Source: an optimization exercise on an open RTL-to-GDS flow (aim: small area). Production flows keep margins and buffers that such runs may drop.
Power and IR drop assume default switching activity.

Setup of run A:
Design top_module, start of the top module:
module top_module(
    input  wire        clkr,
    input  wire        rst,
    input  wire        rxr,
    input  wire [4:0]  btnr,
    output wire        spr,
    output wire [7:0]  hr,
    output wire [7:0]  mr,
    output wire [4:0]  date,
    output wire [4:0]  month,
    output wire [7:0]  year,
    output wire [6:0]  seg,
    output wire [3:0]  an,
    output wire        dp
);
Size: ~110 flip-flops, roughly 55 I/O pins, roughly 5400 sq um of cells after synthesis.
clock: 10.0 ns
lec_check: 0
cap_margin: 20
core_margin: 2
core_utilization: 40
slew_margin: 20
standard.sh (not shown) runs the stock make flow with config.mk's settings and CLKGATE_MAP_FILE= SYNTH_SCRIPT=/design/flow/synth_recipe.tcl, a recipe that flattens the netlist after the stock synthesis.
==> flow/flow/run.sh <==
#!/bin/bash
# Standard ORFS layout (standard.sh, unchanged synthesis) with smaller port buffers
# and a clock tree without dummy loads. Each tool's output goes to its own log file here.
set -euo pipefail
export BUFFER_PORTS_ARGS="-buffer_cell sky130_fd_sc_hd__buf_1"
export RECOVER_POWER=100
export CTS_ARGS="-sink_clustering_enable -repair_clock_nets -dont_use_dummy_load"
bash standard.sh > standard_make.log 2>&1
Run A: all stages done; final checks FAILED (max-capacitance violations, max-slew violations).
For run B, these inputs were changed with respect to run A:
Settings: swapping 40 for 70 in CORE_UTILIZATION; putting PLACE_DENSITY at 0.8 where nothing was set.
diff --git a/flow/flow/run.sh b/flow/flow/run.sh
--- a/flow/flow/run.sh
+++ b/flow/flow/run.sh
@@ -4,5 +4,4 @@
 set -euo pipefail
 export BUFFER_PORTS_ARGS="-buffer_cell sky130_fd_sc_hd__buf_1"
-export RECOVER_POWER=100
-export CTS_ARGS="-sink_clustering_enable -repair_clock_nets -dont_use_dummy_load"
+export CTS_ARGS="-sink_clustering_enable -repair_clock_nets -dont_use_dummy_load -buf_list sky130_fd_sc_hd__clkbuf_8 -sink_clustering_size 30"
 bash standard.sh > standard_make.log 2>&1
Results
- Run B: flow completed, timing, DRC and antenna clean
- Via count came out higher on run B than on run A.
- Sort run B and run A by number of rows created at floorplan, descending, and run A comes first.
- Run B supports a higher top clock frequency than run A.
- Of run B and run A, it is run B that has the lower relative area change from synthesis to final layout.
- Run B falls short of run A in worst-case setup slack after placement.
- Summary — final worst setup slack, run B relative to run A: higher, by 480 ps.
- Compared with run A, run B improves worst-case vdd ir drop.
- The sequential portion of the cell area of run B is higher than that of run A.
Function was not checked in any run of this note: the RTL went through the layout flow alone.

## the baseline
The RTL this note starts from:
==> flow/design.v <==
`timescale 1ns / 1ps
module top_module(
    input  wire        clkr,
    input  wire        rst,
    input  wire        rxr,
    input  wire [4:0]  btnr,
    output wire        spr,
    output wire [7:0]  hr,
    output wire [7:0]  mr,
    output wire [4:0]  date,
    output wire [4:0]  month,
    output wire [7:0]  year,
    output wire [6:0]  seg,
    output wire [3:0]  an,
    output wire        dp
);
    function [6:0] l7;       
        input [6:0] s;
        l7 = {s[5:0], s[6] ^ s[5]};
    endfunction
    function [6:0] l7n;      
        input [6:0] s;
        input integer n;
        integer i;
        begin
            l7n = s;
            for (i = 0; i < n; i = i + 1) l7n = l7(l7n);
        end
    endfunction
    function [5:0] l6;       
        input [5:0] s;
        l6 = {s[4:0], s[5] ^ s[4]};
    endfunction
    function [5:0] l6n;
        input [5:0] s;
        input integer n;
        integer i;
        begin
            l6n = s;
            for (i = 0; i < n; i = i + 1) l6n = l6(l6n);
        end
    endfunction
    function [3:0] l4;       
        input [3:0] s;
        l4 = {s[2:0], s[3] ^ s[2]};
    endfunction
    function [3:0] l4n;
        input [3:0] s;
        input integer n;
        integer i;
        begin
            l4n = s;
            for (i = 0; i < n; i = i + 1) l4n = l4(l4n);
        end
    endfunction
    reg [4:0] bs;
    reg [4:0] bp;
    always @(posedge clkr) begin
        bs[2] <= btnr[2];
        bp <= bs;
        if (rst) begin
            bs[4:3] <= 2'b0;
            bs[1:0] <= 2'b0;
        end else begin
            bs[4:3] <= btnr[4:3];
            bs[1:0] <= btnr[1:0];
        end
    end
    wire te  = bs[0] & ~bp[0];
    wire de  = bs[1] & ~bp[1];
    wire sws = bs[2];
    wire sre = bs[3] & ~bp[3];
    wire sse = bs[4] & ~bp[4];
    reg [7:0] tc;
    reg       tb;
    wire tx_idle = tc[7] & tc[5] & tc[0] & ~tc[6];      
    always @(posedge clkr) begin
        if (rst)
            tc <= 8'd161;
        else if (tx_idle) begin
            if (te | de) begin
                tc <= 8'd254;
                tb <= ~te;
            end
        end else
            tc <= tc + 8'd1;
    end
    assign spr = (tc[7] & (tc[6] | tc[5] | tc[4])) | ((tc[7:4] == 4'd1) & tb);
    reg [7:0] rc;
    reg [7:0] sr;
    wire rx_done = rc[7] & rc[4] & rc[3] & rc[1];        
    always @(posedge clkr) begin
        if (rst | rx_done)
            rc <= 8'd0;
        else if (rc != 8'd0 || !rxr)
            rc <= rc + 8'd1;
    end
    always @(posedge clkr)
        if (rc[3:0] == 4'd8 && !(rc[7] & rc[4]))
            sr <= {rxr, sr[7:1]};
    localparam [6:0] ZT = 7'h7f;
    localparam [6:0] RT = l7n(ZT, 28);
    reg [6:0] lf;
    reg [3:0] cd;
    wire zt = (lf == ZT);
    wire t10 = zt & ~(cd[3] & cd[2]);
    wire t1  = zt & cd[3] & cd[0] & ~cd[2];
    always @(posedge clkr) begin
        if (rst) begin
            lf <= ZT;
            cd <= 4'd15;
        end else begin
            lf <= zt ? RT : l7(lf);
            if (zt) cd <= (cd[3] & cd[0] & ~cd[2]) ? 4'd0 : cd + 4'd1;
        end
    end
    reg [1:0] wcnt;       
    reg       wdate;      
    reg [4:0] hr_r;
    reg [5:0] mr_r, sec_r;
    reg [4:0] date_r, month_r;
    reg [7:0] year_r;
    assign hr = {3'b0, hr_r};
    assign mr = {2'b0, mr_r};
    assign date = date_r;
    assign month = month_r;
    assign year = year_r;
    wire [7:0] sr_g = sr & {8{~rst}};
    wire idle_w  = (wcnt == 2'd0);
    wire ld      = rx_done & ~idle_w;
    wire ld_hr   = rst | (ld & ~wdate & (wcnt == 2'd3));
    wire ld_mr   = rst | (ld & ~wdate & (wcnt == 2'd2));
    wire ld_sec  = rst | (ld & ~wdate & (wcnt == 2'd1));
    wire ld_date = rst | (ld &  wdate & (wcnt == 2'd3));
    wire ld_mon  = rst | (ld &  wdate & (wcnt == 2'd2));
    wire ld_year = rst | (ld &  wdate & (wcnt == 2'd1));
    wire tick    = idle_w & ~(te | de) & t1;
    wire sec_w   = (sec_r == 6'd59);
    wire mr_w    = (mr_r == 6'd59);
    wire hr_w    = (hr_r == 5'd23);
    always @(posedge clkr) begin
        if (rst)
            wcnt <= 0;
        else if (idle_w) begin
            if (te | de) begin
                wcnt <= 2'd3;
                wdate <= ~te;
            end
        end else if (rx_done)
            wcnt <= wcnt - 2'd1;
    end
    always @(posedge clkr) begin
        if (ld_date) date_r <= sr_g[4:0];
        if (ld_mon) month_r <= sr_g[4:0];
        if (ld_year) year_r <= sr_g;
        if (ld_sec) sec_r <= sr_g[5:0];
        else if (tick) sec_r <= sec_w ? 6'd0 : sec_r + 6'd1;
        if (ld_mr) mr_r <= sr_g[5:0];
        else if (tick & sec_w) mr_r <= mr_w ? 6'd0 : mr_r + 6'd1;
        if (ld_hr) hr_r <= sr_g[4:0];
        else if (tick & sec_w & mr_w) hr_r <= hr_w ? 5'd0 : hr_r + 5'd1;
    end
    localparam [3:0] T9 = 4'hf;
    localparam [3:0] T0 = l4n(T9, 6);
    reg       running;
    reg [3:0] ts;
    reg [5:0] ss, sm;
    always @(posedge clkr) begin
        if (rst | sre) begin
            running <= 0;
            ts <= T0; ss <= 0; sm <= 0;
        end else begin
            if (sse) running <= ~running;
            if (running & t10) begin
                if (ts == T9) begin
                    ts <= T0;
                    if (ss == 6'd59) begin
                        ss <= 0;
                        sm <= (sm == 6'd59) ? 6'd0 : sm + 6'd1;
                    end else
                        ss <= ss + 6'd1;
                end else
                    ts <= l4(ts);
            end
        end
    end
    reg mode;
    always @(posedge clkr) begin
        if (rst) mode <= 0;
        else if (te) mode <= 0;
        else if (de) mode <= 1;
    end
    localparam [5:0] WD = 6'h3f;
    localparam [5:0] D0 = l6n(WD, 13);
    reg [5:0] dc;
    reg [1:0] ds;
    always @(posedge clkr) begin
        if (rst) begin
            dc <= D0; ds <= 0;
        end else if (dc == WD) begin
            dc <= D0; ds <= ds + 2'd1;
        end else
            dc <= l6(dc);
    end
    reg [5:0] v;
    always @(*) begin
        if (sws)       v = ds[1] ? sm : ss;
        else if (mode) v = ds[1] ? {1'b0, date_r} : {1'b0, month_r};
        else           v = ds[1] ? {1'b0, hr_r} : mr_r;
    end
    wire [3:0] digit = ds[0] ? (v / 6'd10) : (v % 6'd10);
    reg [6:0] sg;
    always @(*) begin
        case (digit)
            4'd0: sg = 7'b1000000;
            4'd1: sg = 7'b1111001;
            4'd2: sg = 7'b0100100;
            4'd3: sg = 7'b0110000;
            4'd4: sg = 7'b0011001;
            4'd5: sg = 7'b0010010;
            4'd6: sg = 7'b0000010;
            4'd7: sg = 7'b1111000;
            4'd8: sg = 7'b0000000;
            4'd9: sg = 7'b0010000;
            default: sg = 7'b1111111;
        endcase
    end
    assign seg = sg;
    assign an = ~(4'b0001 << ds);
    assign dp = 1'b1;
endmodule
Settings: LEC_CHECK=0, CAP_MARGIN=20, CORE_MARGIN=2, CORE_UTILIZATION=40, SLEW_MARGIN=20; clock period 10.0 ns.
==> flow/flow/run.sh <==
#!/bin/bash
# Standard ORFS layout (standard.sh, unchanged synthesis) with smaller port buffers
# and a clock tree without dummy loads. Each tool's output goes to its own log file here.
set -euo pipefail
export BUFFER_PORTS_ARGS="-buffer_cell sky130_fd_sc_hd__buf_1"
export RECOVER_POWER=100
export CTS_ARGS="-sink_clustering_enable -repair_clock_nets -dont_use_dummy_load -buf_list sky130_fd_sc_hd__clkbuf_8 -sink_clustering_size 30"
bash standard.sh > standard_make.log 2>&1
The baseline ran in full, but the layout does not pass; the checks complain about capacitance limit, slew limit.
### the baseline -> the candidate
==> flow/flow/run.sh <==
#!/bin/bash
# Standard ORFS layout (standard.sh, unchanged synthesis) with smaller port buffers
# and a lighter clock tree. Each tool's output goes to its own log file here.
set -euo pipefail
export BUFFER_PORTS_ARGS="-buffer_cell sky130_fd_sc_hd__buf_1"
bash standard.sh > standard_make.log 2>&1
## What came out
The candidate reached the final stage; the timing, design-rule and antenna checks on its layout passed.
Although the baseline finished all stages, its layout failed final checks on capacitance limit, slew limit.
There was hardly any difference in detail-routed via count per cell between the baseline and the candidate.
The candidate against the baseline: fraction of cell area in non-clock buffers barely changed, clock power increased by about 90% relative to the old numbers, worst setup slack now larger, number of fill cells went down by 33, non-clock buffer instance count of the final layout ~0 delta.
Looking at total met3 wirelength after detailed routing, the candidate sits 6.8% lower than the baseline does.
| total via count in the routed design | higher: the candidate |
Reported for the baseline and the candidate, TritonCTS buffer count turned out identical to the last digit.
Function was not checked in any run of this note: the RTL went through the layout flow alone.

-- separate check: timing with driven ports --
Ports are ideal in the flow. The routed layouts listed here were re-timed in OpenROAD. Step 1 sets driving cells, clkbuf_16 on the clock port and buf_2 on the other inputs (assumed; they add their load-dependent delay and slew). Step 2 moves the port delays by t, midway between the first and last clock arrival at a register: inputs arrive t later, outputs are due t later. That takes back most of the time a late clock gives input paths. Three values: ideal ports, drivers, drivers and shift; two values: the first two.
| run | t, ns | setup slack, ns | slew at the worst register clock pin (ns) |
|---|---|---|---|
| run A | 0.376 | 3.193 / 3.156 / 3.532 | 0.07 / 0.07 |
| run B | 0.376 | 3.674 / 3.642 / 4.018 | 0.10 / 0.10 |
| the baseline | 0.394 | 3.160 / 3.129 / 3.523 | 0.11 / 0.11 |
| the candidate | 0.384 | 3.714 / 3.678 / 4.061 | 0.07 / 0.07 |
